Context: an optimization exercise on an open-source flow, tuned for small area, a short achievable clock period and few clock cycles. The choices shown serve that exercise and are no tape-out recipe. Function was not checked in any run shown here: the RTL went through the layout flow alone. Power and IR drop assume default switching activity.

**flow/design.v**
```verilog
module circle_control(input logic clk, input logic rst_n, input logic [2:0] colour,
                      input logic [7:0] centre_x, input logic [6:0] centre_y, input logic [7:0] diameter,
                      input logic start, output logic done,
                      output logic [7:0] vga_x, output logic [6:0] vga_y,
                      output logic [2:0] vga_colour, output logic vga_plot);
     function automatic logic [9:0] fadd(input logic [9:0] x, input logic [9:0] y, input logic c);
          logic [9:0] p, g, gg, pp;
          p = x ^ y;
          g = x & y;
          g[0] = g[0] | (p[0] & c);
          pp = p;
          for (int l = 0; l < 4; l++) begin
               for (int i = 9; i >= 0; i--) begin
                    if (((i >> l) & 1) == 1) begin
                         g[i]  = g[i] | (pp[i] & g[((i >> l) << l) - 1]);
                         pp[i] = pp[i] & pp[((i >> l) << l) - 1];
                    end
               end
          end
          fadd[0] = p[0] ^ c;
          for (int i = 1; i < 10; i++) fadd[i] = p[i] ^ g[i - 1];
     endfunction
     function automatic logic fcmp(input logic [7:0] x, input logic [7:0] y, input logic c);
          logic [9:0] s;
          s = fadd({2'b00, x}, {2'b00, ~y}, c);
          fcmp = s[8];
     endfunction
     function automatic logic [18:0] fadd19(input logic [18:0] x, input logic [18:0] y);
          logic [18:0] p, g, pp;
          p = x ^ y;
          g = x & y;
          pp = p;
          for (int l = 0; l < 5; l++) begin
               for (int i = 18; i >= 0; i--) begin
                    if (((i >> l) & 1) == 1) begin
                         g[i]  = g[i] | (pp[i] & g[((i >> l) << l) - 1]);
                         pp[i] = pp[i] & pp[((i >> l) << l) - 1];
                    end
               end
          end
          fadd19[0] = p[0];
          for (int i = 1; i < 19; i++) fadd19[i] = p[i] ^ g[i - 1];
     endfunction
     function automatic logic [37:0] csa19(input logic [18:0] x, input logic [18:0] y, input logic [18:0] z);
          logic [18:0] sm, cy;
          sm = x ^ y ^ z;
          cy = ((x & y) | (x & z) | (y & z)) << 1;
          csa19 = {cy, sm};
     endfunction
     logic start_r;
     logic [7:0] d_r, cx_r;
     logic [6:0] cy_r;
     always_ff @(posedge clk) begin
          start_r    <= start;
          d_r        <= diameter;
          cx_r       <= centre_x;
          cy_r       <= centre_y;
          vga_colour <= colour;
     end
     logic [19:0] dz, v6, v3;
     assign dz = {12'd0, d_r};
     assign v6 = {3'b000, cy_r, 10'd0} + (dz << 8) + (dz << 5) + (dz << 3) + dz + 20'd510;
     assign v3 = {2'b00, cy_r, 11'd0} - (dz << 10) - (dz << 7) - (dz << 5) - dz + 20'd1028;
     logic [6:0] dh_c;                                
     assign dh_c = d_r[7:1] + {6'd0, d_r[0]};
     logic [9:0] x1_c, x2_c;
     assign x1_c = fadd({2'b00, cx_r}, {3'b000, dh_c}, 1'b0);
     assign x2_c = fadd({2'b00, cx_r}, ~{3'b000, dh_c}, 1'b1);
     logic [6:0] dh;       
     assign dh = dh_c;
     logic       d0;       
     logic       d1;       
     logic [8:0] x1;       
     logic [7:0] x2;       
     logic       en2;      
     always_ff @(posedge clk) begin
          d0  <= (d_r == 8'd0);
          d1  <= (d_r == 8'd1);
          x1  <= x1_c[8:0];
          x2  <= x2_c[7:0];
          en2 <= !x2_c[9] && (cx_r != 8'd0);
     end
     logic [7:0] y1;       
     logic [6:0] y3;       
     logic       en3;      
     always_ff @(posedge clk) begin
          y1  <= v6[17:10];
          y3  <= v3[17:11];
          en3 <= !v3[19];
     end
     logic [7:0] ox, oy;
     logic [9:0] crit;      
     logic [8:0] dd;        
     logic [9:0] cx10, y110, y310;
     assign cx10 = {2'b00, cx_r};
     assign y110 = {2'b00, y1};
     assign y310 = {3'b000, y3};
     logic [9:0] ox10, oy10;
     assign ox10 = {2'b00, ox};
     assign oy10 = {2'b00, oy};
     logic [9:0] xa1, xb1, xa2, xb2, x3a, x3b, ya, yb, y3x;
     assign xa1 = fadd({1'b0, x1}, ~ox10, 1'b1);
     assign xb1 = fadd({1'b0, x1}, ~oy10, 1'b1);
     assign xa2 = fadd({2'b00, x2}, ox10, 1'b0);
     assign xb2 = fadd({2'b00, x2}, oy10, 1'b0);
     assign x3a = fadd(d0 ? y110 : cx10, oy10, 1'b0);        
     assign x3b = fadd(cx10, ~oy10, 1'b1);
     assign ya  = fadd(y110, ~oy10, 1'b1);
     assign yb  = fadd(y110, ~ox10, 1'b1);
     assign y3x = fadd(y310, ox10, 1'b0);
     function automatic logic in159(input logic [9:0] v);    
          in159 = !v[9] && (v[8:0] != 9'd0) && (v[8:0] <= 9'd159);
     endfunction
     function automatic logic in119(input logic [9:0] v);    
          in119 = !v[9] && (v[8:0] != 9'd0) && (v[8:0] <= 9'd119);
     endfunction
     logic eq, ax, oxgt, oygt, oyge, oxk;
     assign eq   = (dd == 9'd0);
     assign ax   = (oy == 8'd0);
     assign oxgt = !(d1 || (d0 && ax));
     assign oygt = fcmp(oy, {1'b0, dh}, 1'b0);
     assign oyge = fcmp(oy, {1'b0, dh}, 1'b1);
     logic [9:0] ks, kc, kd;
     assign ks   = y310 ^ ox10 ^ ~y110;
     assign kc   = ((y310 & ox10) | (y310 & ~y110) | (ox10 & ~y110)) << 1;
     assign kd   = fadd(ks, kc, 1'b0);
     assign oxk  = !kd[9];
     logic ya_ok, yb_ok, y3x_ok;
     assign ya_ok  = in119(ya);
     assign yb_ok  = in119(yb);
     assign y3x_ok = en3 && (y3x <= 10'd99) && oxk;
     logic [6:0] cand;
     assign cand[0] = in159(xa1) && oxgt && ya_ok;
     assign cand[1] = in159(xb1) && oygt && yb_ok && !eq;
     assign cand[2] = en2 && (xa2 <= 10'd159) && ya_ok && !(eq && !ax);
     assign cand[3] = en2 && (xb2 <= 10'd159) && oyge && yb_ok && !ax;
     assign cand[4] = (x3a <= 10'd159) && (x3a != 10'd0) && y3x_ok;
     assign cand[5] = in159(x3b) && y3x_ok && !ax;
     assign cand[6] = d0 && !ax && !xa1[9] && (xa1 != 10'd0) && (x3a <= 10'd99);
     logic cpos, lval;
     assign cpos = !crit[9];
     assign lval = dd[8] || eq;                       
     logic [9:0] c1, c2;
     assign c1 = fadd(crit, {1'b0, oy, 1'b1}, 1'b0);                        
     assign c2 = fadd(crit, {dd, 1'b1}, 1'b0);                             
     logic [6:0] cr;        
     logic [7:0] oxc, oyc;
     logic busy;
     logic [6:0] sel;       
     assign sel = cr & ~{cr[5:0] | {cr[4:0], 1'b0} | {cr[3:0], 2'b0} | {cr[2:0], 3'b0} |
                         {cr[1:0], 4'b0} | {cr[0], 5'b0}, 1'b0};
     logic adv;
     assign adv = ((cr & ~sel) == 7'd0);
     logic [7:0] xbase, xoff, ybase, yoff;
     logic xs, ys, uox;
     assign uox   = sel[0] | sel[2] | sel[6];           
     assign xs    = sel[0] | sel[1] | sel[5] | sel[6];
     assign ys    = sel[0] | sel[1] | sel[2] | sel[3];
     assign xbase = ({8{sel[0] | sel[1]}} & x1[7:0]) | ({8{sel[2] | sel[3]}} & x2) |
                    ({8{sel[4] | sel[5] | sel[6]}} & cx_r);
     assign ybase = ys ? y1 : {1'b0, y3};
     assign xoff  = uox ? oxc : oyc;
     assign yoff  = uox ? oyc : oxc;
     logic [9:0] pxs, pys;
     assign pxs = fadd({2'b00, xbase ^ {8{xs}}}, {2'b00, xoff}, 1'b0);
     assign pys = fadd({2'b00, ybase ^ {8{ys}}}, {2'b00, yoff}, 1'b0);
     always_ff @(posedge clk) begin
          if (!start) begin
               ox   <= d_r;
               oy   <= 8'd0;
               crit <= 10'd0 - {2'b00, d_r};
               dd   <= 9'd0 - {1'b0, d_r};
          end else if (!start_r || (busy && adv && lval)) begin
               ox   <= cpos ? ox - 8'd1 : ox;
               oy   <= oy + 8'd1;
               crit <= cpos ? c2 : c1;
               dd   <= (d0 && ax) ? 9'h102 : dd + (cpos ? 9'd2 : 9'd1);
          end
          if (!start_r) begin
               cr   <= cand;
               oxc  <= ox;
               oyc  <= oy;
               busy <= 1'b1;
          end else if (busy) begin
               if (adv) begin
                    cr   <= cand;
                    oxc  <= ox;
                    oyc  <= oy;
                    busy <= lval;
               end else begin
                    cr <= cr & ~sel;
               end
          end
          vga_x    <= pxs[7:0] ^ {8{xs}};
          vga_y    <= pys[6:0] ^ {7{ys}};
          vga_plot <= rst_n && start && start_r && busy && (cr != 7'd0);
          if (!rst_n || !start) done <= 1'b0;
          else if (start_r && busy && adv && !lval) done <= 1'b1;
     end
endmodule
module reuleaux(input logic clk, input logic rst_n, input logic [2:0] colour,
                input logic [7:0] centre_x, input logic [6:0] centre_y, input logic [7:0] diameter,
                input logic start, output logic done,
                output logic [7:0] vga_x, output logic [6:0] vga_y,
                output logic [2:0] vga_colour, output logic vga_plot);
     circle_control u_ctl(.clk(clk), .rst_n(rst_n), .colour(colour), .centre_x(centre_x),
                          .centre_y(centre_y), .diameter(diameter), .start(start), .done(done),
                          .vga_x(vga_x), .vga_y(vga_y), .vga_colour(vga_colour), .vga_plot(vga_plot));
endmodule
```
**flow/flow/run.sh**
```bash
#!/bin/bash
set -euo pipefail
bash standard.sh finish SETUP_SLACK_MARGIN=6.8 > standard_flow.log 2>&1
```
**flow/standard.sh**
```bash
#!/bin/bash
# synth_recipe.tcl (not shown) runs the flow's synth.tcl, then flattens the netlist and writes it again
# the make line also repeats each setting of config.mk as NAME=value (left out here)
make -C /OpenROAD-flow-scripts/flow DESIGN_CONFIG=/design/flow/config.mk WORK_HOME=/design/flow/orfs CLKGATE_MAP_FILE= SYNTH_SCRIPT=/design/flow/synth_recipe.tcl "${@:-finish}"
```
**flow/config.mk**
```make
export PLATFORM = sky130hd
export DESIGN_NAME = reuleaux
export DESIGN_NICKNAME = reuleaux
export VERILOG_FILES = /design/flow/design.v
export SDC_FILE = /design/flow/constraint.sdc
export NUM_CORES = 4
export LEC_CHECK = 0
export ABC_AREA = 1
export CAP_MARGIN = 20
export CORE_MARGIN = 2
export CORE_UTILIZATION = 40
export SLEW_MARGIN = 20
```
**flow/constraint.sdc**
```tcl
create_clock -name core_clock -period 10.0 [get_ports {clk}]
set_input_delay 2.0000 -clock core_clock [delete_from_list [all_inputs] [get_ports {clk}]]
set_output_delay 2.0000 -clock core_clock [all_outputs]
set_load 0.01 [all_outputs]
```
==> summary.md, run 1 <==
Among all flip-flop cells after synthesis, the most frequent one is sky130_fd_sc_hd__dfxtp_1. The largest fanout on the critical path is 5, and the fraction of registers with async set or reset after synthesis is 0%. The run gives 26.0% as the fraction of the yosys area taken by sequential cells. The most common cell after layout, fill and taps aside is sky130_fd_sc_hd__nand2_1. After layout, the worst path uses 30.8% of the clock period. The number of core rows was 64; the cell area after synthesis was 0.0125 mm2. The initial cell density of the core came out at 40.8%. Number of nets in the layout: 1934.

The count of H-tree levels built during CTS came out at 4. Setup repair after global routing could not meet its margin everywhere. STA puts the critical path data arrival time at 3400 ps. Global routing finished with a remaining overflow of 0. For the sum of negative setup slack, the log shows 0 ps. The number of failing setup endpoints in the final timing report is 0, and the power density over the cells is 260 mW/mm2. The number of maximum-capacitance constraint violations was 0. The tools report the pin count of the biggest net entering global routing as 27.

The clock passes through at most 2 buffers. Once detail routing completed, the nets flagged for antenna violations numbered 0. The area growth from synthesis to layout is 18.3%. After clock tree synthesis, the clock-pin slew on the worst setup and hold paths is 60 ps.

Following the worst setup path forward leads to its endpoint at u_ctl.y3[5]. The final-report max-slew violation count is 0, and the overall routed net length is 35.3 mm. Counting flops with a built-in enable in the synthesized netlist gives 50. Routability-driven placement finished with a final weighted congestion of 0.950. TritonCTS built the clock tree. When the netlist entered floorplanning its net count stood at 1823. In the routed design, unresolved DRC markers number 0.

The logs give 49 for the count of boundary I/O pins and 1522 for the synthesized instance count. The first detailed-routing pass ran for 5 iterations. The first-pass GRT wire length is 55.1 mm. Via count of the first global-routing pass: 10279. The worst register-to-register path has a depth of 11. The insertion delay to the later sink of the worst-skew pair came out at 440 ps. The critical path is of the register to register type.

The floorplan step set the die height to 181 um. In this run, the number of DRC markers left after iteration 0 of detailed routing was 727. The analysis attributes to cell leakage a power of 7.21 nW. Derived from the worst setup path, the maximum achievable clock frequency is 325 MHz. Across all register-to-register paths, the minimum setup slack is 6920 ps. Across all layers, the routed design uses 10647 vias. For the worst setup path, the data required time is 10320 ps. Startpoint of the lowest-slack register-to-register path: u_ctl.d_r[1]. The core area is 0.0307 mm2. The cell chosen for the clock root is sky130_fd_sc_hd__clkbuf_16.

The die covers 0.0328 mm2. The worst clock skew is 11.5 ps. The number of synthesis warnings came out at 1. The die is 181 um wide. Worst slew margin relative to its limit: 45.7%. The number of sinks on the clock net is 138, and the antenna diode instance count is 0. The number of register bits inferred by synthesis is 138. For the hold violation total from the final report, the log shows 0. The average instance in the mapped netlist occupies 8.24 um2. Across the VDD grid, the largest voltage drop is 127 uV. The endpoint of the worst register-to-register path is u_ctl.y3[5]. The initial antenna violation count is 1.

The number of buffers inserted by port buffering was 48; the average via count per standard cell was 5.21. The worst setup path is captured at a register. The proportion of layout cells with a drive suffix above 1 was 10.3%. At the pin with the least slew margin, the transition time is 810 ps.

The total CTS buffers is 17. After clock tree synthesis, the flow added hold-fix buffers numbering 0. Counting I/O delays and the setup requirement, the final critical path takes 3080 ps. The start point of the critical path is u_ctl.d_r[1].

The library cells used most frequently in the layout, excluding fill and tap cells, are sky130_fd_sc_hd__nand2_1 (297), sky130_fd_sc_hd__inv_1 (227), sky130_fd_sc_hd__ha_1 (201), sky130_fd_sc_hd__a21oi_1 (98), sky130_fd_sc_hd__nand3_1 (94). The run gives 26.8 mm as the half-perimeter wire length of the detailed placement result. Synthesis instantiated 43 different standard cells from the library. The flow ran to the end and the layout has no timing, DRC or antenna violations.

The run gives 21.7% as the global-route usage over all layers. The completed layout was analyzed and its total power is 3.87 mW. STA classifies the critical path startpoint as a register. The path class of the tightest hold or removal check is register to register. The routed length per placed instance works out to 17.3 um.
-- Yosys cell counts (4+ instances only) --
| master | n | share of area (%) |
|---|---|---|
| sky130_fd_sc_hd__inv_1 | 239 | 7.2 |
| sky130_fd_sc_hd__xor2_1 | 48 | 3.4 |
| sky130_fd_sc_hd__o21bai_1 | 4 | 0.24 |
| sky130_fd_sc_hd__ha_1 | 207 | 21 |
| sky130_fd_sc_hd__a31oi_1 | 5 | 0.25 |
| sky130_fd_sc_hd__o21ai_0 | 73 | 2.9 |
| sky130_fd_sc_hd__clkbuf_1 | 6 | 0.18 |
| sky130_fd_sc_hd__nor3_1 | 12 | 0.48 |
| sky130_fd_sc_hd__o221ai_1 | 6 | 0.42 |
| sky130_fd_sc_hd__edfxtp_1 | 50 | 12 |
| sky130_fd_sc_hd__nand4_1 | 14 | 0.70 |
| sky130_fd_sc_hd__fa_1 | 65 | 10 |
| sky130_fd_sc_hd__xnor2_1 | 37 | 2.6 |
| sky130_fd_sc_hd__nor4_1 | 7 | 0.35 |
| sky130_fd_sc_hd__a21oi_1 | 103 | 4.1 |
| sky130_fd_sc_hd__buf_2 | 4 | 0.16 |
| sky130_fd_sc_hd__o21ai_2 | 4 | 0.28 |
| sky130_fd_sc_hd__nor2_1 | 79 | 2.4 |
| sky130_fd_sc_hd__nand3b_1 | 20 | 1.2 |
| sky130_fd_sc_hd__o31ai_1 | 4 | 0.24 |
| sky130_fd_sc_hd__a21o_1 | 8 | 0.48 |
| sky130_fd_sc_hd__dfxtp_1 | 88 | 14 |
| sky130_fd_sc_hd__nand2_1 | 304 | 9.1 |
| sky130_fd_sc_hd__o211ai_1 | 8 | 0.48 |
| sky130_fd_sc_hd__nand3_1 | 95 | 3.8 |
-- timing repair --
action,CTS,global route
setup endpoints to repair,81,37
buffers inserted,15,39
resized for setup,49,59
pin swaps,3,10
cloned,2,1
-- critical path, cell delays in order, from the launching register on --
cell                      delay (ps)
sky130_fd_sc_hd__dfxtp_4         350
sky130_fd_sc_hd__buf_4           150
sky130_fd_sc_hd__fa_1            470
sky130_fd_sc_hd__inv_1            60
sky130_fd_sc_hd__fa_1            440
sky130_fd_sc_hd__ha_1            300
sky130_fd_sc_hd__ha_1            370
sky130_fd_sc_hd__a21oi_1         270
sky130_fd_sc_hd__o21ai_1         150
sky130_fd_sc_hd__a21oi_1         140
sky130_fd_sc_hd__nand2_1         110
sky130_fd_sc_hd__xor2_1          150
-- registers in the layout, indices dropped and copies added, names as in the netlist, 3 cells and up --
register / cells
u_ctl.cr: 7
u_ctl.crit: 10
u_ctl.cx_r: 8
u_ctl.cy_r: 7
u_ctl.d_r: 8
u_ctl.dd: 9
u_ctl.ox: 8
u_ctl.oxc: 8
u_ctl.oy: 8
u_ctl.oyc: 8
u_ctl.vga_colour: 3
u_ctl.vga_x: 8
u_ctl.vga_y: 7
u_ctl.x1: 9
u_ctl.x2: 7
u_ctl.y1: 8
u_ctl.y3: 7
-- per-layer routing --
metal / track usage [%] / share of wire [%] / routed length, um
met5: 0 / 0 / 0
met3: 4.43 / 6.2 / 2200
met2: 35.2 / 46 / 16300
met1: 29.2 / 46 / 16000
met4: 6.54 / 2.0 / 703
-- worst min-delay path by stage --
stage | to | slack, ps | depth (start not counted) | startpoint
floorplan | u_ctl.busy | 440 | 2 | u_ctl.busy
global route | u_ctl.busy | 500 | 2 | u_ctl.busy
global placement | u_ctl.done | 440 | 2 | u_ctl.done
detailed placement | u_ctl.done | 450 | 2 | u_ctl.done
finish | u_ctl.done | 450 | 2 | u_ctl.done
CTS | u_ctl.done | 460 | 2 | u_ctl.done
-- cell families (layout without fill, tap and decap cells) --
group / Yosys count / count (layout) / synth area share [%]
buf+inv: 256 / 379 / 7.94
simple gates: 543 / 543 / 18.9
compound gates: 228 / 229 / 10.1
xor+xnor: 85 / 85 / 5.94
fa+ha+maj: 272 / 272 / 31.0
flops: 138 / 138 / 26.0
-- power by group --
part,switching [mW],internal (mW)
registers,0.176,0.750
clock network,0.268,0.398
logic,1.29,0.985
-- through the flow --
step | setup WS (ps) | hold WS (ps) | util (%) | instances | instance area (um2)
finish | 6920 | 454 | 48.3 | 2042 | 14800
CTS | 6720 | 457 | 46.4 | 2002 | 14300
global route | 6740 | 497 | 48.3 | 2042 | 14800
global placement | 6080 | 444 | 43.7 | 1953 | 13400
detailed placement | 6000 | 446 | 43.7 | 1953 | 13400
floorplan | 6800 | 441 | - | 1522 | 12500
-- area by class of cell --
type / count / area, um2
fill: 2973 / 15900
inverter: 241 / 955
timing repair buffer: 105 / 948
sequential: 138 / 3300
clock inverter: 10 / 98.8
timing repair inverter: 1 / 5.00
tap: 396 / 495
clock buffer: 22 / 519
multi-input combinational: 1129 / 8530
==> run 2: changes to the inputs <==
--- a/flow/design.v
+++ b/flow/design.v
@@ -48,18 +48,16 @@
           csa19 = {cy, sm};
      endfunction
-     logic start_r;
+     logic start_r, start_rr;
      logic [7:0] d_r, cx_r;
-     logic [6:0] cy_r;
      always_ff @(posedge clk) begin
           start_r    <= start;
+          start_rr   <= start_r;
           d_r        <= diameter;
           cx_r       <= centre_x;
-          cy_r       <= centre_y;
           vga_colour <= colour;
      end
-     logic [19:0] dz, v6, v3;
-     assign dz = {12'd0, d_r};
-     assign v6 = {3'b000, cy_r, 10'd0} + (dz << 8) + (dz << 5) + (dz << 3) + dz + 20'd510;
-     assign v3 = {2'b00, cy_r, 11'd0} - (dz << 10) - (dz << 7) - (dz << 5) - dz + 20'd1028;
+     logic [18:0] dz, m6, m3, s296_c;
+     assign dz     = {11'd0, d_r};
+     assign s296_c = (dz << 8) + (dz << 5) + (dz << 3);
      logic [6:0] dh_c;                                
      assign dh_c = d_r[7:1] + {6'd0, d_r[0]};
@@ -67,4 +65,5 @@
      assign x1_c = fadd({2'b00, cx_r}, {3'b000, dh_c}, 1'b0);
      assign x2_c = fadd({2'b00, cx_r}, ~{3'b000, dh_c}, 1'b1);
+     logic [13:0] s296;    
      logic [6:0] dh;       
      assign dh = dh_c;
@@ -75,4 +74,5 @@
      logic       en2;      
      always_ff @(posedge clk) begin
+          s296 <= s296_c[16:3];
           d0  <= (d_r == 8'd0);
           d1  <= (d_r == 8'd1);
@@ -81,11 +81,20 @@
           en2 <= !x2_c[9] && (cx_r != 8'd0);
      end
+     assign m6 = {2'b00, s296, 3'b000} + dz + 19'd510;
+     assign m3 = {s296, 5'b00000} + dz + 19'd1019;
+     logic [6:0] k6;
+     logic [7:0] k3;
+     assign k6 = m6[16:10];
+     assign k3 = m3[18:11];
+     logic [9:0] y1_c, y3_c;
+     assign y1_c = fadd({3'b000, centre_y}, {3'b000, k6}, 1'b0);
+     assign y3_c = fadd({3'b000, centre_y}, ~{2'b00, k3}, 1'b1);
      logic [7:0] y1;       
      logic [6:0] y3;       
      logic       en3;      
      always_ff @(posedge clk) begin
-          y1  <= v6[17:10];
-          y3  <= v3[17:11];
-          en3 <= !v3[19];
+          y1  <= y1_c[7:0];
+          y3  <= y3_c[6:0];
+          en3 <= !y3_c[9];
      end
      logic [7:0] ox, oy;
@@ -152,24 +161,26 @@
      logic adv;
      assign adv = ((cr & ~sel) == 7'd0);
-     logic [7:0] xbase, xoff, ybase, yoff;
-     logic xs, ys, uox;
-     assign uox   = sel[0] | sel[2] | sel[6];           
-     assign xs    = sel[0] | sel[1] | sel[5] | sel[6];
-     assign ys    = sel[0] | sel[1] | sel[2] | sel[3];
-     assign xbase = ({8{sel[0] | sel[1]}} & x1[7:0]) | ({8{sel[2] | sel[3]}} & x2) |
-                    ({8{sel[4] | sel[5] | sel[6]}} & cx_r);
-     assign ybase = ys ? y1 : {1'b0, y3};
-     assign xoff  = uox ? oxc : oyc;
-     assign yoff  = uox ? oyc : oxc;
-     logic [9:0] pxs, pys;
-     assign pxs = fadd({2'b00, xbase ^ {8{xs}}}, {2'b00, xoff}, 1'b0);
-     assign pys = fadd({2'b00, ybase ^ {8{ys}}}, {2'b00, yoff}, 1'b0);
-     always_ff @(posedge clk) begin
-          if (!start) begin
+     logic [9:0] pxa, pxb, pxc, pya, pyc;
+     logic       sc;                                  
+     assign sc  = !cr[4];
+     assign pxa = fadd({2'b00, ~x1[7:0]}, {2'b00, cr[0] ? oxc : oyc}, 1'b0);           
+     assign pxb = fadd({2'b00, x2}, {2'b00, cr[2] ? oxc : oyc}, 1'b0);                 
+     assign pxc = fadd({2'b00, cx_r ^ {8{sc}}}, {2'b00, (cr[4] | cr[5]) ? oyc : oxc}, 1'b0);  
+     assign pya = fadd({2'b00, ~y1}, {2'b00, (cr[0] | (!cr[1] & cr[2])) ? oyc : oxc}, 1'b0);  
+     assign pyc = fadd({3'b000, y3}, {2'b00, (cr[4] | cr[5]) ? oxc : oyc}, 1'b0);    
+     logic ga, gb;
+     assign ga = cr[0] | cr[1];
+     assign gb = cr[2] | cr[3];
+     logic [7:0] px;
+     logic [6:0] py;
+     assign px = ga ? ~pxa[7:0] : gb ? pxb[7:0] : (pxc[7:0] ^ {8{sc}});
+     assign py = (ga | gb) ? ~pya[6:0] : pyc[6:0];
+     always_ff @(posedge clk) begin
+          if (!start_r) begin
                ox   <= d_r;
                oy   <= 8'd0;
                crit <= 10'd0 - {2'b00, d_r};
                dd   <= 9'd0 - {1'b0, d_r};
-          end else if (!start_r || (busy && adv && lval)) begin
+          end else if (!start_rr || (busy && adv && lval)) begin
                ox   <= cpos ? ox - 8'd1 : ox;
                oy   <= oy + 8'd1;
@@ -177,5 +188,5 @@
                dd   <= (d0 && ax) ? 9'h102 : dd + (cpos ? 9'd2 : 9'd1);
           end
-          if (!start_r) begin
+          if (!start_rr) begin
                cr   <= cand;
                oxc  <= ox;
@@ -192,9 +203,9 @@
                end
           end
-          vga_x    <= pxs[7:0] ^ {8{xs}};
-          vga_y    <= pys[6:0] ^ {7{ys}};
-          vga_plot <= rst_n && start && start_r && busy && (cr != 7'd0);
+          vga_x    <= px;
+          vga_y    <= py;
+          vga_plot <= rst_n && start && start_rr && busy && (cr != 7'd0);
           if (!rst_n || !start) done <= 1'b0;
-          else if (start_r && busy && adv && !lval) done <= 1'b1;
+          else if (start_rr && busy && adv && !lval) done <= 1'b1;
      end
 endmodule
==> flow/run.sh (new file) <==
#!/bin/bash
# synth_recipe.tcl (not shown) runs the flow's synth.tcl, then flattens the netlist and writes it again
# the make line also repeats each setting of config.mk as NAME=value (left out here)
make -C /OpenROAD-flow-scripts/flow DESIGN_CONFIG=/design/flow/config.mk WORK_HOME=/design/flow/orfs CLKGATE_MAP_FILE= SYNTH_SCRIPT=/design/flow/synth_recipe.tcl finish
--- a/flow/config.mk
+++ b/flow/config.mk
@@ -6,5 +6,4 @@
 export NUM_CORES = 4
 export LEC_CHECK = 0
-export ABC_AREA = 1
 export CAP_MARGIN = 20
 export CORE_MARGIN = 2
removed: flow/flow/run.sh
removed: flow/standard.sh
==> summary.md, run 2 <==
Average size of a mapped cell: 9.80 um2 (+19%). The tools report the cell area after synthesis as 0.0126 mm2 (+0.73%). The average via count per standard cell is 5.27 (+1.1%), and the data required time at the worst endpoint is 10330 ps (about the same). The endpoint of the worst register-to-register path was u_ctl.en3. In the final layout, the registers with the most flip-flops are u_ctl.s296 x14, u_ctl.crit x10, u_ctl.dd x9. The number of synthesis warnings came out at 1 (unchanged). The total setup buffers inserted after CTS is 0 (-15), and the worst-case setup slack after placement is 5820 ps (-186 ps).

The tools report the count of H-tree levels built during CTS as 4 (unchanged). The delay of the slowest cell on the worst path is 550 ps (+80 ps), and the transition time at the pin with the least slew margin is 905 ps (+95.1 ps). The library cell used most frequently in the layout, excluding fill and tap cells, is sky130_fd_sc_hd__ha_1. The proportion of layout cells with a drive suffix above 1 was 6.22% (-4.0 points). For the half-perimeter wire length of the detailed placement result, the log shows 25.4 mm (-5.2%).

The run gives 51.9 mm (-5.7%) as the first-pass GRT wire length. The critical path in this run is classified as register to register. The worst setup path is captured at a register. The cell type with the highest aggregate area in the netlist was sky130_fd_sc_hd__ha_1.

The routed length per placed instance is 18.4 um (+6.3%). The run gives 1582 (-13%) as the synthesized net count. The total CTS buffers is 17 (unchanged). The run gives 27.1% (+1.1 points) as the fraction of the yosys area taken by sequential cells.

Traced cell by cell, the critical path runs through inv_1, ha_1, inv_1, ha_1, a211o_1, a31oi_1, o21ai_1, and4_1, xor2_1, inv_1, ha_1, a21o_1, a21o_1, a21o_1, a21oi_1, nor2b_1, nor2_1, nor2_1. The first-iteration detailed-routing DRC count was 498 (-31%). Post-route clock period utilization: 40.7% (+9.8 points). The antenna diode instance count is 0 (unchanged), and the post-cts resize count is 0 (-100%). The library cells used most frequently in the layout, excluding fill and tap cells, are sky130_fd_sc_hd__ha_1 (195), sky130_fd_sc_hd__inv_1 (144), sky130_fd_sc_hd__dfxtp_1 (96), sky130_fd_sc_hd__xnor2_1 (85), sky130_fd_sc_hd__fa_1 (69).

The sum of negative setup slack is 0 ps (unchanged). Worst-case vdd ir drop: 123 uV (-2.7%). STA classifies the critical path startpoint as a register.

For the layout filler cell count, the log shows 2935 (-1.3%). The logs give 0 (-1) for the initial antenna violation count and 5 (unchanged) for the count of TritonRoute iterations in the first routing pass. The number of sinks on the clock net is 146 (+5.8%). The part of the power in combinational logic was 50.9% (-7.9 points). The worst hold path belongs to the class register to register. The part of the power in the clock network is 19.6% (+2.4 points), and the area taken by flip-flops and latches is 0.00342 mm2 (+3.8%). The register with the most flip-flops in the final layout is u_ctl.s296. Setup repair after global routing left no endpoint under its margin.

The worst slew margin relative to its limit is 39.6% (-6.0 points). The run finished with no timing, DRC or antenna violations. The area growth from synthesis to layout is 12.0%. The tools report the number of nets in the layout as 1630 (-16%). The cell chosen for the clock root is sky130_fd_sc_hd__clkbuf_16. The count of boundary I/O pins is 49 (unchanged). The insertion delay to the later sink of the worst-skew pair was 450 ps (about the same). The initial cell density of the core was 40.4% (-0.44 points); the leakage dissipation was 6.39 nW (-11%). The tools report the overall routed net length as 32.2 mm (-8.8%). For the switching component of the power, the log shows 1.36 mW (-21%). TritonCTS built the clock tree. Among all stages on the critical path, the largest delay is contributed by sky130_fd_sc_hd__dfxtp_1.

The logs give 9524 (-7.3%) for the via count of the first global-routing pass and 1.93 mW (-9.7%) for the internal power contribution. The share of Yosys cell area claimed by the top area cell type came out at 19.3% (-1.3 points). The area occupied by multi-input gates is 0.00856 mm2 (+0.40%), and the pin count of the biggest net entering global routing is 48 (+78%). The floorplan die width came out at 182 um (+0.36%).

For the maximum root-to-sink buffer count, the log shows 2 (unchanged). The tools report the worst clock skew as 18.1 ps (+6.65 ps). The number of failing setup endpoints in the final timing report is 0 (unchanged), and the fraction of registers with async set or reset after synthesis is 0% (unchanged). The number of core rows came out at 65 (+1.6%). Sorting the synthesized cells by how often they occur yields sky130_fd_sc_hd__ha_1 (195), sky130_fd_sc_hd__inv_1 (144), sky130_fd_sc_hd__dfxtp_1 (96), sky130_fd_sc_hd__xnor2_1 (85), sky130_fd_sc_hd__fa_1 (69). The tools report the post-cts hold buffer count as 0 (unchanged).

The run gives 0 (unchanged) as the remaining global-route overflow. The critical path capture point was u_ctl.en3. The total power was 3.29 mW (-15%); the proportion of power drawn by flip-flops and latches was 29.6% (+5.6 points). For the setup slack on the worst flop-to-flop path, the log shows 5930 ps (-980 ps). Worst endpoint data arrival time: 4390 ps (+990 ps). The tools report the die area as 0.0330 mm2 (+0.71%).

The number of buffers inserted by port buffering is 48 (unchanged). The run gives 0 (unchanged) as the number of maximum-capacitance constraint violations. The clock-pin transition on the worst setup and hold timing paths came out at 70 ps (about the same).

The global-route usage over all layers is 20.4% (-1.3 points), and the last weighted congestion value of the routability-driven placer is 0.916 (-3.6%). The hold violation total from the final report is 0 (unchanged). The number of routed nets with antenna violations is 0 (unchanged), and the largest fanout on the critical path is 9 (+4). The achievable frequency was 246 MHz (-24%). The core area was 0.0313 mm2 (+1.8%); the worst reg2reg path depth was 18 (+7). The dominant cell by count in the synthesized netlist was sky130_fd_sc_hd__ha_1. The power density over the cells is 233 mW/mm2 (-11%), and the number of register bits inferred by synthesis is 146 (+5.8%). The final-report max-slew violation count was 0 (unchanged); the number of flops mapped to enable cells by yosys was 50 (unchanged). The count of different cell masters after synthesis is 70 (+63%). In the synthesized netlist the dominant register cell turns out to be sky130_fd_sc_hd__dfxtp_1. The shortest clock period the worst path allows after layout was 4070 ps (+985 ps); the number of flip-flops in the largest register was 14 (+4). The count of vias placed by the detailed router was 9233 (-13%). The DRC violation count after routing was 0 (unchanged); the least setup slack across all paths after layout was 5930 ps (-985 ps).

The tools report the worst hold slack as 501 ps (+46.7 ps). The chip height is 182 um (+0.36%). The switching power as a share of total power is 41.5% (-3.4 points), and the synthesized instance count is 1289 (-15%). Ranked by total cell area, the synthesized netlist is headed by sky130_fd_sc_hd__ha_1 (19%), sky130_fd_sc_hd__dfxtp_1 (15%), sky130_fd_sc_hd__edfxtp_1 (12%), sky130_fd_sc_hd__fa_1 (11%), sky130_fd_sc_hd__xnor2_1 (5.9%). The startpoint of the lowest-slack register-to-register path was u_ctl.d_r[5]. The tools report the start point of the critical path as u_ctl.d_r[5].
run 2: cell count changes after synthesis, moves of 18 or more:
cell                       previous run  this run
sky130_fd_sc_hd__a21o_1               8        43
sky130_fd_sc_hd__xnor2_1             37        85
sky130_fd_sc_hd__o21ai_1              2        31
sky130_fd_sc_hd__nand3_1             95        23
sky130_fd_sc_hd__mux2_2               0        25
sky130_fd_sc_hd__o21ai_0             73        26
sky130_fd_sc_hd__nand2_1            304        56
sky130_fd_sc_hd__a21oi_1            103        65
sky130_fd_sc_hd__nand3b_1            20         2
sky130_fd_sc_hd__inv_1              239       144
run 2: metrics by stage:
step                std cells  util [%]  cell area [um2]
finish                   1752      45.2            14100
global route             1752      45.2            14100
CTS                      1752      45.2            14100
detailed placement       1720      43.3            13600
global placement         1720      43.3            13600
floorplan                1289         -            12600
run 2: layer usage:
layer / share of wire, % / up-vias / global-route usage [%]
met4: 2.7 / 0 / 6.47
met5: 0 / - / 0
met3: 4.0 / 46 / 3.31
met2: 47 / 191 / 34.3
li1: - / 4580 / -
met1: 47 / 4416 / 26.8
run 2: area by class of cell:
cell class	count	share of cell area (%)
Sequential cell	146	24.2
Clock inverter	14	1.03
Multi-Input combinational cell	970	60.5
Inverter	149	3.95
Clock buffer	18	3.10
Timing Repair Buffer	53	3.66
Tap cell	402	3.56
run 2: cells by family after synthesis:
group / after synthesis / synth area share (%)
flops: 146 / 27.1
simple gates: 258 / 10.1
fa+ha+maj: 266 / 30.4
xor+xnor: 134 / 9.29
buf+inv: 173 / 5.16
compound gates: 257 / 13.2
mux: 55 / 4.73
run 2: worst min-delay path by stage:
| stage | startpoint | end | slack [ps] | depth (start not counted) |
|---|---|---|---|---|
| final | u_ctl.done | u_ctl.done | 500 | 2 |
| after floorplan | u_ctl.start_r | u_ctl.start_rr | 330 | 0 |
| after detailed placement | u_ctl.done | u_ctl.done | 490 | 2 |
| after CTS | u_ctl.done | u_ctl.done | 510 | 2 |
| after global routing | u_ctl.d_r[0] | u_ctl.s296[0] | 550 | 0 |
| after global placement | u_ctl.done | u_ctl.done | 470 | 2 |
run 2: worst max-delay path, delay by kind of cell (launching register included):
kind	cells	cell delay, ps
flops	1	550
buf+inv	3	320
compound gates	7	1380
simple gates	4	500
xor+xnor	1	290
fa+ha+maj	3	910
run 2: power groups by stage:
stage                     sequential, mW  clock [mW]  combinational (mW)
after floorplan                    0.890           0                1.29
final                              0.973       0.644                1.67
after CTS                          0.972       0.661                1.68
after global routing               0.991       0.684                1.94
after detailed placement           0.985           0                1.67
after global placement             0.982           0                1.63
==> run 3: changes to the inputs <==
==> flow/flow/run.sh (new file) <==
#!/bin/bash
set -euo pipefail
bash standard.sh finish SETUP_SLACK_MARGIN=6.8 > standard_flow.log 2>&1
==> flow/standard.sh (new file) <==
#!/bin/bash
# synth_recipe.tcl (not shown) runs the flow's synth.tcl, then flattens the netlist and writes it again
# the make line also repeats each setting of config.mk as NAME=value (left out here)
make -C /OpenROAD-flow-scripts/flow DESIGN_CONFIG=/design/flow/config.mk WORK_HOME=/design/flow/orfs CLKGATE_MAP_FILE= SYNTH_SCRIPT=/design/flow/synth_recipe.tcl "${@:-finish}"
removed: flow/run.sh
==> summary.md, run 3 <==
The cell chosen for the clock root is sky130_fd_sc_hd__clkbuf_16. Count of different cell masters after synthesis: 70 (unchanged). Most common cell after layout, fill and taps aside: sky130_fd_sc_hd__ha_1. The area occupied by multi-input gates came out at 0.00903 mm2 (+5.5%). The cell type with the highest aggregate area in the netlist is sky130_fd_sc_hd__ha_1.

For the half-perimeter wire length of the detailed placement result, the log shows 25.1 mm (-0.99%). The setup slack on the worst flop-to-flop path came out at 6630 ps (+700 ps). The tools report the met1 layer wirelength in the final routing as 15.3 mm (+2.2%). The run gives 48 (unchanged) as the pin count of the biggest net entering global routing. The last weighted congestion value of the routability-driven placer is 0.868 (-5.3%). Global-route usage over all layers: 20.6% (+0.22 points). The remaining global-route overflow is 0 (unchanged).

For the number of sinks on the clock net, the log shows 146 (unchanged). The overall routed net length is 33.4 mm (+3.7%). The logs give 0 (unchanged) for the number of maximum-capacitance constraint violations and 440 ps (about the same) for the insertion delay to the later sink of the worst-skew pair.

The hold violation total from the final report is 0 (unchanged), and the average via count per standard cell is 5.27 (about the same). The buffering stage count on the worst path with inverters included is 4 (+1), and the leakage dissipation is 6.82 nW (+6.6%). The final-report max-slew violation count is 0 (unchanged), and the number of failing setup endpoints in the final timing report is 0 (unchanged).

The count of H-tree levels built during CTS was 4 (unchanged). Routed signal wires occupy layers up through met4. The number of register bits inferred by synthesis is 146 (unchanged), and the post-route clock period utilization is 33.7% (-7.0 points). The layout filler cell count was 2882 (-1.8%). The tools report the worst slew margin relative to its limit as 58.5% (+19 points). The capturing element type of the critical path was a register. The logs give 12.0 ps (-6.14 ps) for the worst clock skew and 1289 (unchanged) for the synthesized instance count. The initial antenna violation count is 0 (unchanged), and the number of cells on the critical path is 20 (+2). The post-cts hold buffer count is 0 (unchanged), and the number of flip-flops in the largest register is 14 (unchanged).

TritonCTS built the clock tree. The commonest cells after synthesis are sky130_fd_sc_hd__ha_1 (195), sky130_fd_sc_hd__inv_1 (144), sky130_fd_sc_hd__dfxtp_1 (96), sky130_fd_sc_hd__xnor2_1 (85), sky130_fd_sc_hd__fa_1 (69). The delay of the slowest cell on the worst path came out at 360 ps (-190 ps).

Worst setup path category: register to register. The number of nets in the layout came out at 1695 (+4.0%). The routed length per placed instance works out to 18.4 um (about the same). Proportion of layout cells with a drive suffix above 1: 19.1% (+13 points). The first-iteration detailed-routing DRC count is 543 (+9.0%). The area growth from synthesis to layout is 20.1%. The worst hold path belongs to the class register to register.

Number of stages on the worst hold path: 0 (-2). The largest fanout on the critical path works out to 3 (-6). The number of routed nets with antenna violations was 0 (unchanged). The routed length on met2 came out at 15.3 mm (+1.8%). The dominant cell by count in the synthesized netlist is sky130_fd_sc_hd__ha_1. For the cell area after synthesis, the log shows 0.0126 mm2 (unchanged). The first-pass GRT wire length was 52.2 mm (+0.63%); the share of Yosys cell area claimed by the top area cell type was 19.3% (unchanged). The chip height was 182 um (unchanged); the worst endpoint data arrival time was 3700 ps (-690 ps). The critical path goes through inv_4, buf_4, ha_4, inv_2, ha_4, a211o_1, a31oi_2, o21ai_2, nand2_1, xnor2_2, ha_4, inv_2, fa_2, a21o_1, a21o_1, a21o_1, a21oi_2, nor2b_1, nor2_1, nor2_1.

The die area came out at 0.0330 mm2 (unchanged). The least setup slack across all paths after layout came out at 6630 ps (+699 ps). In the synthesized netlist the dominant register cell turns out to be sky130_fd_sc_hd__dfxtp_1.

Broken down by cell family, the worst path's largest delay share belongs to compound AO/OA/AOI/OAI gates. Transition time at the pin with the least slew margin: 623 ps (-282 ps). Initial cell density of the core: 40.4% (unchanged). The DRC violation count after routing is 0 (unchanged). Leaving out fill and tap cells, the most frequent cells in the layout are sky130_fd_sc_hd__ha_1 (180), sky130_fd_sc_hd__inv_1 (126), sky130_fd_sc_hd__xnor2_1 (78), sky130_fd_sc_hd__dfxtp_1 (73), sky130_fd_sc_hd__buf_4 (67).

Ranked by total cell area, the synthesized netlist is headed by sky130_fd_sc_hd__ha_1 (19%), sky130_fd_sc_hd__dfxtp_1 (15%), sky130_fd_sc_hd__edfxtp_1 (12%), sky130_fd_sc_hd__fa_1 (11%), sky130_fd_sc_hd__xnor2_1 (5.9%). The run gives 132 uV (+7.0%) as the worst-case vdd ir drop. The clock-pin transition on the worst setup and hold timing paths came out at 70 ps (about the same). The power density over the cells is 230 mW/mm2 (-0.96%).

The tools report the number of core rows as 65 (unchanged). Fraction of the yosys area taken by sequential cells: 27.1% (unchanged). The tools report the count of boundary I/O pins as 49 (unchanged).

The slowest stage of the critical path belongs to the cell sky130_fd_sc_hd__dfxtp_4. The worst-case setup slack after placement is 5790 ps (-29.7 ps). The largest registers in the layout are u_ctl.s296 x14, u_ctl.crit x10, u_ctl.dd x9. The data required time at the worst endpoint came out at 10330 ps (about the same). For the total CTS buffers, the log shows 17 (unchanged).

STA classifies the critical path startpoint as a register. The detailed route wirelength on metal3 was 1.39 mm (+7.2%); the fraction of registers with async set or reset after synthesis was 0% (unchanged). The total power was 3.50 mW (+6.2%). The logs give 9573 (+3.7%) for the count of vias placed by the detailed router and 1 (unchanged) for the number of synthesis warnings.

The tools report the maximum root-to-sink buffer count as 2 (unchanged). Setup repair after global routing could not meet its margin everywhere. The flow ran to the end and the layout has no timing, DRC or antenna violations. Number of buffers inserted by port buffering: 48 (unchanged). The run gives 5 (unchanged) as the count of TritonRoute iterations in the first routing pass. The antenna diode instance count came out at 0 (unchanged). The achievable frequency came out at 297 MHz (+21%). The via count of the first global-routing pass was 9534 (+0.10%). The register with the highest flop count is u_ctl.s296. The number of flops mapped to enable cells by yosys is 50 (unchanged). The synthesized net count is 1582 (unchanged). Floorplan die width: 182 um (unchanged). The logs give 0 ps (unchanged) for the sum of negative setup slack and 0.0313 mm2 (unchanged) for the core area.

Area taken by flip-flops and latches: 0.00349 mm2 (+1.9%). The average size of a mapped cell is 9.80 um2 (unchanged), and the worst reg2reg path depth is 20 (+2). The shortest clock period the worst path allows after layout works out to 3370 ps (-699 ps).
==> run 3: through the flow <==
step / utilization [%] / cell area [um2] / hold WS (ps) / std cells
2_1_floorplan: - / 12800 / 329 / 1289
3_3_place_gp: 43.6 / 13600 / 470 / 1719
3_5_place_dp: 43.6 / 13600 / 478 / 1719
4_1_cts: 47.3 / 14800 / 483 / 1796
5_1_grt: 48.5 / 15200 / 473 / 1817
6_report: 48.5 / 15200 / 457 / 1817
==> run 3: what timing repair did <==
action                                  in CTS  in global routing
resized for setup                          110                 54
buffers inserted                            45                 21
endpoints found under the setup margin      47                 50
pin swaps                                   24                 44
==> run 3: logic make-up (layout without fill, tap and decap cells) <==
logic type	count (synthesis)	count (layout)	synth area share [%]
compound gates	257	257	13.2
fa+ha+maj	266	266	30.4
simple gates	258	258	10.1
xor+xnor	134	134	9.29
buf+inv	173	299	5.16
mux	55	55	4.73
flops	146	146	27.1
==> run 3: path summary, 6_finish.rpt <==
path                     start            end
setup reg to reg  u_ctl.d_r[5]      u_ctl.en3
setup / recovery  u_ctl.d_r[5]      u_ctl.en3
hold reg to reg   u_ctl.d_r[0]  u_ctl.s296[0]
hold / removal    u_ctl.d_r[0]  u_ctl.s296[0]
==> run 3: routing by layer <==
layer / GRT usage [%] / up-vias
li1: - / 4715
met1: 26.7 / 4554
met2: 33.8 / 236
met3: 3.57 / 68
met4: 8.98 / 0
met5: 0 / -
==> run 3: cell type report <==
cell class                      instances  share of cell area, %
Multi-Input combinational cell        970                   59.5
Timing Repair Buffer                  118                   6.51
Clock inverter                         15                  0.956
Clock buffer                           17                   2.80
Inverter                              149                   3.95
Tap cell                              402                   3.31
Sequential cell                       146                   23.0
==> run 3: where the power goes <==
group          internal (mW)  switching, mW
clock                  0.330          0.300
combinational          0.937          0.971
sequential             0.765          0.194
==> run 4: changes to the inputs <==
--- a/flow/config.mk
+++ b/flow/config.mk
@@ -6,4 +6,5 @@
 export NUM_CORES = 4
 export LEC_CHECK = 0
+export ABC_AREA = 1
 export CAP_MARGIN = 20
 export CORE_MARGIN = 2
==> summary.md, run 4 <==
The logs give 47.2% (-1.2 points) for the utilization after layout and 5 (unchanged) for the count of TritonRoute iterations in the first routing pass. The proportion of layout cells with a drive suffix above 1 was 9.74% (-9.3 points); the via count of the first global-routing pass was 10834 (+14%). The number of flip-flops in the largest register came out at 14 (unchanged). The logs give 10360 ps (+30 ps) for the data required time at the worst endpoint and 8.69 ps (-3.32 ps) for the worst clock skew.

The share of Yosys cell area claimed by the top area cell type came out at 18.5% (-0.81 points). The post-cts hold buffer count was 0 (unchanged). Among all flip-flop cells after synthesis, the most frequent one is sky130_fd_sc_hd__dfxtp_1. The overall routed net length was 35.6 mm (+6.7%); the sum of negative setup slack was 0 ps (unchanged). Among all cell types in the netlist, the one instantiated most often is sky130_fd_sc_hd__nand2_1. The tools report the count of boundary I/O pins as 49 (unchanged).

In the layout the commonest cells are sky130_fd_sc_hd__nand2_1 (325), sky130_fd_sc_hd__inv_1 (265), sky130_fd_sc_hd__ha_1 (185), sky130_fd_sc_hd__nand3_1 (103), sky130_fd_sc_hd__o21ai_0 (98). The tools report the number of core rows as 66 (+1.5%). The post-placement cell area is 0.0142 mm2 (+3.9%), and the remaining global-route overflow is 0 (unchanged). The core area is 0.0325 mm2 (+3.9%). The half-perimeter wire length of the detailed placement result was 28.2 mm (+12%). The largest fanout on the critical path works out to 4 (+1). The clock-pin transition on the worst setup and hold timing paths is 70 ps (about the same), and the number of synthesis warnings is 1 (unchanged). The worst setup path category is register to register. The synthesized net count was 1948 (+23%). The endpoint of the worst register-to-register path is u_ctl.y1[4]. The worst endpoint data arrival time is 3580 ps (-120 ps), and the chip height is 186 um (+2.1%). The number of flops mapped to enable cells by yosys came out at 50 (unchanged).

The worst reg2reg path depth came out at 18 (-10%). The leakage dissipation was 7.52 nW (+10%); the first-iteration detailed-routing DRC count was 651 (+20%). Final-report max-slew violation count: 0 (unchanged). The achievable frequency was 311 MHz (+4.7%). The transition time at the pin with the least slew margin is 848 ps (+226 ps).

The shortest clock period the worst path allows after layout was 3210 ps (-153 ps). From synthesis to final layout, the design area changed by 16.5%. The cell with the biggest individual delay on the critical path was sky130_fd_sc_hd__fa_2. The number of sinks on the clock net was 146 (unchanged); the synthesized instance count was 1655 (+28%). The average size of a mapped cell came out at 7.97 um2 (-19%).

The end of the worst hold path was u_ctl.done. The startpoint identified for the worst register-to-register timing path is u_ctl.d_r[4]. The worst setup path is launched from a register. Post-route clock period utilization: 32.1% (-1.5 points). TritonCTS built the clock tree.

The tools report the hold violation total from the final report as 0 (unchanged). In the post-synthesis netlist, the biggest area contributors are sky130_fd_sc_hd__ha_1 (18%), sky130_fd_sc_hd__dfxtp_1 (15%), sky130_fd_sc_hd__edfxtp_1 (11%), sky130_fd_sc_hd__fa_1 (10%), sky130_fd_sc_hd__nand2_1 (9.4%). The tools report the worst slew margin relative to its limit as 43.3% (-15 points). Traced cell by cell, the critical path runs through clkinvlp_4, ha_4, inv_4, ha_4, inv_2, o21ai_1, nand2_1, nand2_1, nand2_1, nand2_2, xor2_2, ha_4, inv_2, fa_2, nor2_2, a211oi_2, fa_2, inv_2.

In this run the most critical hold path is launched from u_ctl.done. The number of failing setup endpoints in the final timing report came out at 0 (unchanged). The antenna diode instance count was 0 (unchanged); the die area was 0.0344 mm2 (+4.3%).

The fraction of the yosys area taken by sequential cells was 26.0% (-1.1 points); the initial cell density of the core was 40.5% (+0.19 points). The number of register bits inferred by synthesis works out to 146 (unchanged). For the first-pass GRT wire length, the log shows 56.5 mm (+8.2%).

The routed length per placed instance is 16.2 um (-12%). The largest registers in the layout are u_ctl.s296 x14, u_ctl.crit x10, u_ctl.dd x9. The power density over the cells came out at 235 mW/mm2 (+1.9%). Grouping stages by cell kind, the critical path spends the most delay in adder cells.

The total CTS buffers is 17 (unchanged), and the DRC violation count after routing is 0 (unchanged). For the cell area after synthesis, the log shows 0.0132 mm2 (+4.4%). Setup repair after global routing could not meet its margin everywhere. The cell chosen for the clock root was sky130_fd_sc_hd__clkbuf_16. The setup slack on the worst flop-to-flop path is 6790 ps (+150 ps), and the delay of the slowest cell on the worst path is 580 ps (+220 ps). The number of buffers inserted by port buffering is 48 (unchanged), and the count of vias placed by the detailed router is 11063 (+16%). The fraction of registers with async set or reset after synthesis works out to 0% (unchanged). The commonest cells after synthesis are sky130_fd_sc_hd__nand2_1 (332), sky130_fd_sc_hd__inv_1 (276), sky130_fd_sc_hd__ha_1 (195), sky130_fd_sc_hd__nand3_1 (106), sky130_fd_sc_hd__o21ai_0 (102). The buffering stage count on the worst path with inverters included came out at 5 (+1). Number of stages on the worst hold path: 2 (+2). The register with the highest flop count was u_ctl.s296. The count of different cell masters after synthesis is 52 (-26%).

The pin count of the biggest net entering global routing came out at 26 (-46%). The tools report the capturing element type of the critical path as a register. The maximum root-to-sink buffer count came out at 2 (unchanged). The average via count per standard cell came out at 5.03 (-4.5%). The logs give 2036 (+20%) for the number of nets in the layout and 4 (unchanged) for the count of H-tree levels built during CTS.

The tools report the number of maximum-capacitance constraint violations as 0 (unchanged). For the global-route usage over all layers, the log shows 21.6% (+0.97 points). The post-route cell area came out at 0.0154 mm2 (+1.3%).

The worst-case vdd ir drop was 134 uV (+1.7%); the initial antenna violation count was 0 (unchanged). The worst hold path belongs to the class register to register. Leaving out fill and tap cells, the most frequent cell in the layout is sky130_fd_sc_hd__nand2_1.

The number of routed nets with antenna violations was 0 (unchanged); the last weighted congestion value of the routability-driven placer was 0.909 (+4.7%). The cell type with the highest aggregate area in the netlist is sky130_fd_sc_hd__ha_1. The run finished with no timing, DRC or antenna violations. The floorplan die width is 186 um (+2.1%).

The insertion delay to the later sink of the worst-skew pair was 460 ps (+20 ps).
[run 4: cell count changes after synthesis, sizes merged, moves of 39 or more]
cell and change:
nand3 +84, xnor2 -47, o21ai +51, nand2 +281, inv +131, nor2 +39
[run 4: layout make-up]
cell class	instances	area [um2]
Fill cell	3224	17200
Multi-Input combinational cell	1209	8910
Sequential cell	146	3460
Inverter	281	1080
Timing Repair Buffer	88	754
Tap cell	442	553
Clock buffer	23	543
Clock inverter	9	77.6
[run 4: worst max path at each step]
| stage | from | slack, ps | depth (start not counted) | to |
|---|---|---|---|---|
| floorplan | centre_y[0] | 6730 | 8 | u_ctl.y3[5] |
| global placement | centre_y[0] | 6140 | 8 | u_ctl.y1[4] |
| detailed placement | centre_y[0] | 6120 | 8 | u_ctl.y1[4] |
| CTS | centre_y[2] | 6670 | 7 | u_ctl.y1[4] |
| global route | u_ctl.d_r[4] | 6630 | 18 | u_ctl.y1[4] |
| finish | u_ctl.d_r[4] | 6790 | 18 | u_ctl.y1[4] |
[run 4: metal layers]
metal	global-route usage (%)	wire (um)	up-vias
met5	0	0	-
li1	-	-	5556
met3	3.31	1380	56
met1	27.7	16200	5221
met2	36.5	16800	230
met4	8.41	1180	0
[run 4: per-stage QoR]
stage	hold slack, ps	total power [mW]	instances	setup slack (ps)
after floorplan	330	2.33	1655	6730
after global routing	474	3.98	2198	6630
after detailed placement	443	2.86	2127	6120
final	446	3.61	2198	6790
after CTS	451	3.55	2171	6670
after global placement	444	2.80	2127	6140
[run 4: worst min-delay path, stage by stage, from the launching register on]
cell and delay [ps]:
sky130_fd_sc_hd__dfxtp_1 310, sky130_fd_sc_hd__inv_1 40, sky130_fd_sc_hd__a21oi_1 50
[run 4: logic make-up (layout without fill, tap and decap cells)]
| kind of cell | Yosys count | count (layout) | synth area share [%] |
|---|---|---|---|
| buffers and inverters | 301 | 401 | 8.74 |
| adder cells (fa/ha/maj) | 264 | 264 | 29.0 |
| flip-flops | 146 | 146 | 26.0 |
| AND/OR/NAND/NOR | 608 | 609 | 20.2 |
| multiplexers | 1 | 1 | 0.0759 |
| AO/OA/AOI/OAI | 243 | 243 | 9.98 |
| XOR/XNOR | 92 | 92 | 6.11 |
[run 4: repair_timing]
action	in CTS	in global routing
cloned	1	0
setup buffers	11	27
resized for setup	39	65
pin swaps	1	19
endpoints found under the setup margin	61	23
[run 4: power by group]
| part | total [mW] | switching (mW) | internal [mW] |
|---|---|---|---|
| combinational | 1.96 | 1.14 | 0.823 |
| clock | 0.679 | 0.290 | 0.389 |
| sequential | 0.970 | 0.190 | 0.779 |
==> run 5: changes to the inputs <==
--- a/flow/design.v
+++ b/flow/design.v
@@ -57,7 +57,10 @@
           vga_colour <= colour;
      end
-     logic [18:0] dz, m6, m3, s296_c;
-     assign dz     = {11'd0, d_r};
-     assign s296_c = (dz << 8) + (dz << 5) + (dz << 3);
+     logic [18:0] dz, m6, m3;
+     logic [18:0] s296;
+     assign dz   = {11'd0, d_r};
+     assign s296 = (dz << 8) + (dz << 5) + (dz << 3);
+     assign m6   = s296 + dz + 19'd510;
+     assign m3   = (s296 << 2) + dz + 19'd1019;
      logic [6:0] dh_c;                                
      assign dh_c = d_r[7:1] + {6'd0, d_r[0]};
@@ -65,5 +68,6 @@
      assign x1_c = fadd({2'b00, cx_r}, {3'b000, dh_c}, 1'b0);
      assign x2_c = fadd({2'b00, cx_r}, ~{3'b000, dh_c}, 1'b1);
-     logic [13:0] s296;    
+     logic [6:0] k6;
+     logic [7:0] k3;
      logic [6:0] dh;       
      assign dh = dh_c;
@@ -74,5 +78,6 @@
      logic       en2;      
      always_ff @(posedge clk) begin
-          s296 <= s296_c[16:3];
+          k6  <= m6[16:10];
+          k3  <= m3[18:11];
           d0  <= (d_r == 8'd0);
           d1  <= (d_r == 8'd1);
@@ -81,10 +86,4 @@
           en2 <= !x2_c[9] && (cx_r != 8'd0);
      end
-     assign m6 = {2'b00, s296, 3'b000} + dz + 19'd510;
-     assign m3 = {s296, 5'b00000} + dz + 19'd1019;
-     logic [6:0] k6;
-     logic [7:0] k3;
-     assign k6 = m6[16:10];
-     assign k3 = m3[18:11];
      logic [9:0] y1_c, y3_c;
      assign y1_c = fadd({3'b000, centre_y}, {3'b000, k6}, 1'b0);
@@ -98,5 +97,7 @@
           en3 <= !y3_c[9];
      end
-     logic [7:0] ox, oy;
+     logic [7:0] ox;
+     logic [8:0] oy;
+     logic       cdec;
      logic [9:0] crit;      
      logic [8:0] dd;        
@@ -107,13 +108,13 @@
      logic [9:0] ox10, oy10;
      assign ox10 = {2'b00, ox};
-     assign oy10 = {2'b00, oy};
+     assign oy10 = {oy[8], oy};
      logic [9:0] xa1, xb1, xa2, xb2, x3a, x3b, ya, yb, y3x;
      assign xa1 = fadd({1'b0, x1}, ~ox10, 1'b1);
-     assign xb1 = fadd({1'b0, x1}, ~oy10, 1'b1);
+     assign xb1 = fadd({1'b0, x1}, ~oy10, 1'b0);
      assign xa2 = fadd({2'b00, x2}, ox10, 1'b0);
-     assign xb2 = fadd({2'b00, x2}, oy10, 1'b0);
-     assign x3a = fadd(d0 ? y110 : cx10, oy10, 1'b0);        
-     assign x3b = fadd(cx10, ~oy10, 1'b1);
-     assign ya  = fadd(y110, ~oy10, 1'b1);
+     assign xb2 = fadd({2'b00, x2}, oy10, 1'b1);
+     assign x3a = fadd(d0 ? y110 : cx10, oy10, 1'b1);        
+     assign x3b = fadd(cx10, ~oy10, 1'b0);
+     assign ya  = fadd(y110, ~oy10, 1'b0);
      assign yb  = fadd(y110, ~ox10, 1'b1);
      assign y3x = fadd(y310, ox10, 1'b0);
@@ -126,8 +127,10 @@
      logic eq, ax, oxgt, oygt, oyge, oxk;
      assign eq   = (dd == 9'd0);
-     assign ax   = (oy == 8'd0);
+     assign ax   = (oy == 9'h1ff);
      assign oxgt = !(d1 || (d0 && ax));
-     assign oygt = fcmp(oy, {1'b0, dh}, 1'b0);
-     assign oyge = fcmp(oy, {1'b0, dh}, 1'b1);
+     logic [9:0] ot;                                  
+     assign ot   = fadd(oy10, ~{3'b000, dh}, 1'b1);
+     assign oygt = !ot[9];                            
+     assign oyge = !ot[9] || (ot == 10'h3ff);         
      logic [9:0] ks, kc, kd;
      assign ks   = y310 ^ ox10 ^ ~y110;
@@ -151,8 +154,10 @@
      assign lval = dd[8] || eq;                       
      logic [9:0] c1, c2;
-     assign c1 = fadd(crit, {1'b0, oy, 1'b1}, 1'b0);                        
+     logic [9:0] c1s, c1c;                                                  
+     assign c1s = crit ^ {oy, 1'b1} ^ 10'd2;
+     assign c1c = ((crit & {oy, 1'b1}) | (crit & 10'd2) | ({oy, 1'b1} & 10'd2)) << 1;
+     assign c1  = fadd(c1s, c1c, 1'b0);
      assign c2 = fadd(crit, {dd, 1'b1}, 1'b0);                             
      logic [6:0] cr;        
-     logic [7:0] oxc, oyc;
      logic busy;
      logic [6:0] sel;       
@@ -161,28 +166,28 @@
      logic adv;
      assign adv = ((cr & ~sel) == 7'd0);
-     logic [9:0] pxa, pxb, pxc, pya, pyc;
-     logic       sc;                                  
-     assign sc  = !cr[4];
-     assign pxa = fadd({2'b00, ~x1[7:0]}, {2'b00, cr[0] ? oxc : oyc}, 1'b0);           
-     assign pxb = fadd({2'b00, x2}, {2'b00, cr[2] ? oxc : oyc}, 1'b0);                 
-     assign pxc = fadd({2'b00, cx_r ^ {8{sc}}}, {2'b00, (cr[4] | cr[5]) ? oyc : oxc}, 1'b0);  
-     assign pya = fadd({2'b00, ~y1}, {2'b00, (cr[0] | (!cr[1] & cr[2])) ? oyc : oxc}, 1'b0);  
-     assign pyc = fadd({3'b000, y3}, {2'b00, (cr[4] | cr[5]) ? oxc : oyc}, 1'b0);    
-     logic ga, gb;
-     assign ga = cr[0] | cr[1];
-     assign gb = cr[2] | cr[3];
-     logic [7:0] px;
-     logic [6:0] py;
-     assign px = ga ? ~pxa[7:0] : gb ? pxb[7:0] : (pxc[7:0] ^ {8{sc}});
-     assign py = (ga | gb) ? ~pya[6:0] : pyc[6:0];
+     logic [7:0] xbase, xoff, ybase, yoff;
+     logic xs, ys, uox;
+     assign uox   = sel[0] | sel[2] | sel[6];           
+     assign xs    = sel[0] | sel[1] | sel[5] | sel[6];
+     assign ys    = sel[0] | sel[1] | sel[2] | sel[3];
+     assign xbase = ({8{sel[0] | sel[1]}} & x1[7:0]) | ({8{sel[2] | sel[3]}} & x2) |
+                    ({8{sel[4] | sel[5] | sel[6]}} & cx_r);
+     assign ybase = ys ? y1 : {1'b0, y3};
+     assign xoff  = uox ? ox : oy[7:0];
+     assign yoff  = uox ? oy[7:0] : ox;
+     logic [9:0] pxs, pys;
+     assign pxs = fadd({2'b00, xbase ^ {8{xs}}}, {2'b00, xoff}, uox && cdec);
+     assign pys = fadd({2'b00, ybase ^ {8{ys}}}, {2'b00, yoff}, !uox && cdec);
      always_ff @(posedge clk) begin
           if (!start_r) begin
                ox   <= d_r;
-               oy   <= 8'd0;
+               oy   <= 9'h1ff;
+               cdec <= 1'b0;
                crit <= 10'd0 - {2'b00, d_r};
                dd   <= 9'd0 - {1'b0, d_r};
           end else if (!start_rr || (busy && adv && lval)) begin
                ox   <= cpos ? ox - 8'd1 : ox;
-               oy   <= oy + 8'd1;
+               oy   <= oy + 9'd1;
+               cdec <= cpos;
                crit <= cpos ? c2 : c1;
                dd   <= (d0 && ax) ? 9'h102 : dd + (cpos ? 9'd2 : 9'd1);
@@ -190,12 +195,8 @@
           if (!start_rr) begin
                cr   <= cand;
-               oxc  <= ox;
-               oyc  <= oy;
                busy <= 1'b1;
           end else if (busy) begin
                if (adv) begin
                     cr   <= cand;
-                    oxc  <= ox;
-                    oyc  <= oy;
                     busy <= lval;
                end else begin
@@ -203,6 +204,6 @@
                end
           end
-          vga_x    <= px;
-          vga_y    <= py;
+          vga_x    <= pxs[7:0] ^ {8{xs}};
+          vga_y    <= pys[6:0] ^ {7{ys}};
           vga_plot <= rst_n && start && start_rr && busy && (cr != 7'd0);
           if (!rst_n || !start) done <= 1'b0;
--- a/flow/config.mk
+++ b/flow/config.mk
@@ -6,5 +6,4 @@
 export NUM_CORES = 4
 export LEC_CHECK = 0
-export ABC_AREA = 1
 export CAP_MARGIN = 20
 export CORE_MARGIN = 2
==> summary.md, run 5 <==
The flow ran to the end and the layout has no timing, DRC or antenna violations. The antenna diode instance count was 0 (unchanged); the count of boundary I/O pins was 49 (unchanged). The number of core rows came out at 63 (-4.5%). Data required time at the worst endpoint: 10190 ps (-170 ps). By area the synthesized netlist is led by sky130_fd_sc_hd__ha_1 (19%), sky130_fd_sc_hd__dfxtp_1 (17%), sky130_fd_sc_hd__fa_1 (11%), sky130_fd_sc_hd__edfxtp_1 (8.6%), sky130_fd_sc_hd__xnor2_1 (6.3%). The die area was 0.0311 mm2 (-9.6%).

The number of buffers inserted by port buffering works out to 48 (unchanged). The logs give 0 (unchanged) for the remaining global-route overflow and 286 MHz (-8.1%) for the achievable frequency. The predominant post-synthesis flop cell was sky130_fd_sc_hd__dfxtp_1. The number of register bits inferred by synthesis was 133 (-8.9%); the area growth from synthesis to layout was 27.8%. TritonCTS built the clock tree. In the post-synthesis netlist, the cell with the most instances is sky130_fd_sc_hd__ha_1. The worst endpoint data arrival time came out at 3690 ps (+110 ps). Final-report max-slew violation count: 0 (unchanged). The worst-case vdd ir drop came out at 131 uV (-2.2%). The largest individual stage delay along the critical path comes from the cell sky130_fd_sc_hd__or4b_4. The synthesized instance count came out at 1271 (-23%). The total CTS buffers came out at 17 (unchanged). The proportion of layout cells with a drive suffix above 1 came out at 23.7% (+14 points). The via count of the first global-routing pass was 9611 (-11%). The core area came out at 0.0295 mm2 (-9.4%). The cell sitting at the root of the clock tree is a sky130_fd_sc_hd__clkbuf_16. For the count of H-tree levels built during CTS, the log shows 4 (unchanged). The run gives 0 (unchanged) as the DRC violation count after routing. The library cells used most frequently in the layout, excluding fill and tap cells, are sky130_fd_sc_hd__ha_1 (163), sky130_fd_sc_hd__inv_1 (136), sky130_fd_sc_hd__buf_4 (91), sky130_fd_sc_hd__dfxtp_1 (81), sky130_fd_sc_hd__xnor2_1 (77). The first-pass GRT wire length is 54.7 mm (-3.2%).

The first-iteration detailed-routing DRC count is 722 (+11%), and the share of Yosys cell area claimed by the top area cell type is 19.2% (+0.75 points). The worst setup path is of the register to register kind. The run gives 9824 (-11%) as the count of vias placed by the detailed router. Kind of start point of the critical path: a register. The chip height is 176 um (-4.9%). Last weighted congestion value of the routability-driven placer: 0.945 (+4.0%).

Shortest clock period the worst path allows after layout: 3500 ps (+283 ps). Setup repair after global routing could not meet its margin everywhere. For the count of different cell masters after synthesis, the log shows 72 (+38%).

Half-perimeter wire length of the detailed placement result: 25.7 mm (-8.9%). The run gives 440 ps (-20 ps) as the insertion delay to the later sink of the worst-skew pair. The average size of a mapped cell was 9.36 um2 (+17%). The routed length per placed instance was 19.6 um (+21%); the number of flip-flops in the largest register was 10 (-4). The number of routed nets with antenna violations is 0 (unchanged). The run gives 0 (unchanged) as the post-cts hold buffer count. For the leakage dissipation, the log shows 6.83 nW (-9.2%). The largest registers in the layout are u_ctl.crit x10, u_ctl.dd x9, u_ctl.oy x9.

The critical path goes through buf_12, buf_4, ha_4, inv_1, fa_2, nand3_2, nand2_2, fa_1, or4b_4, o311ai_4, o31ai_2, mux2i_1, a21o_1, a2111o_1, o31ai_1.
-- run 5: final cells by class --
type	instances	area, um2
clock buffer	18	450
clock inverter	14	153
fill	2707	14300
inverter	157	632
multi-input combinational	951	9000
sequential	133	3050
tap	390	488
timing repair buffer	158	1440
-- run 5: per-stage QoR --
step	utilization (%)	std cells	total power, mW	area (um2)	hold slack (ps)
2_1_floorplan	-	1271	3.08	12100	329
3_3_place_gp	44.0	1682	3.70	13000	416
3_5_place_dp	44.0	1682	3.77	13000	422
4_1_cts	49.9	1799	4.73	14700	430
5_1_grt	51.6	1821	5.49	15200	430
6_report	51.6	1821	5.05	15200	412
-- run 5: logic make-up (layout without fill, tap and decap cells) --
group	count (synthesis)	after routing	share of synthesized area [%]
AO/OA/AOI/OAI	280	280	15.8
multiplexers	12	12	1.06
XOR/XNOR	127	127	9.35
flip-flops	133	133	25.2
adder cells (fa/ha/maj)	253	253	30.8
buffers and inverters	188	347	6.00
AND/OR/NAND/NOR	278	279	11.7
-- run 5: per-layer routing --
layer | vias up | global-route usage [%] | wire [um]
li1 | 4749 | - | -
met1 | 4731 | 31.5 | 15800
met2 | 301 | 38.2 | 16700
met3 | 43 | 4.22 | 2510
met4 | 0 | 6.44 | 702
met5 | - | 0 | 0
-- run 5: power breakdown --
part	total, mW	leakage (nW)	switching (mW)	internal [mW]
Combinational	3.38	5.33	1.71	1.67
Sequential	1.02	1.20	0.258	0.764
Clock	0.646	0.298	0.296	0.350
Total	5.05	6.83	2.26	2.79
-- run 5: repair_timing --
| item | 4_1_cts | 5_1_grt |
|---|---|---|
| endpoints found under the hold margin | 0 | 0 |
| pin swaps | 46 | 62 |
| setup endpoints to repair | 76 | 36 |
| gates resized for setup | 133 | 82 |
| cloned | 2 | 1 |
| setup buffers | 83 | 21 |
-- run 5: path summary, 6_finish.rpt --
path                                  start     endpoint  slack (ps)  cells after the start
worst min-delay path            u_ctl.k3[7]    u_ctl.en3         410                      1
worst min register to register  u_ctl.k3[7]    u_ctl.en3         410                      1
worst max register to register  u_ctl.ox[0]  u_ctl.cr[3]        6500                     15
worst max-delay path            u_ctl.ox[0]  u_ctl.cr[3]        6500                     15
-- run 5: worst register-to-register path, delay by kind of cell (launching register included) --
family	cells	cell delay, ps
AOI/OAI and AO/OA	5	720
adders and majority gates	3	990
buffers and inverters	3	290
DFF	1	420
muxes	1	160
and+or+nand+nor	3	690
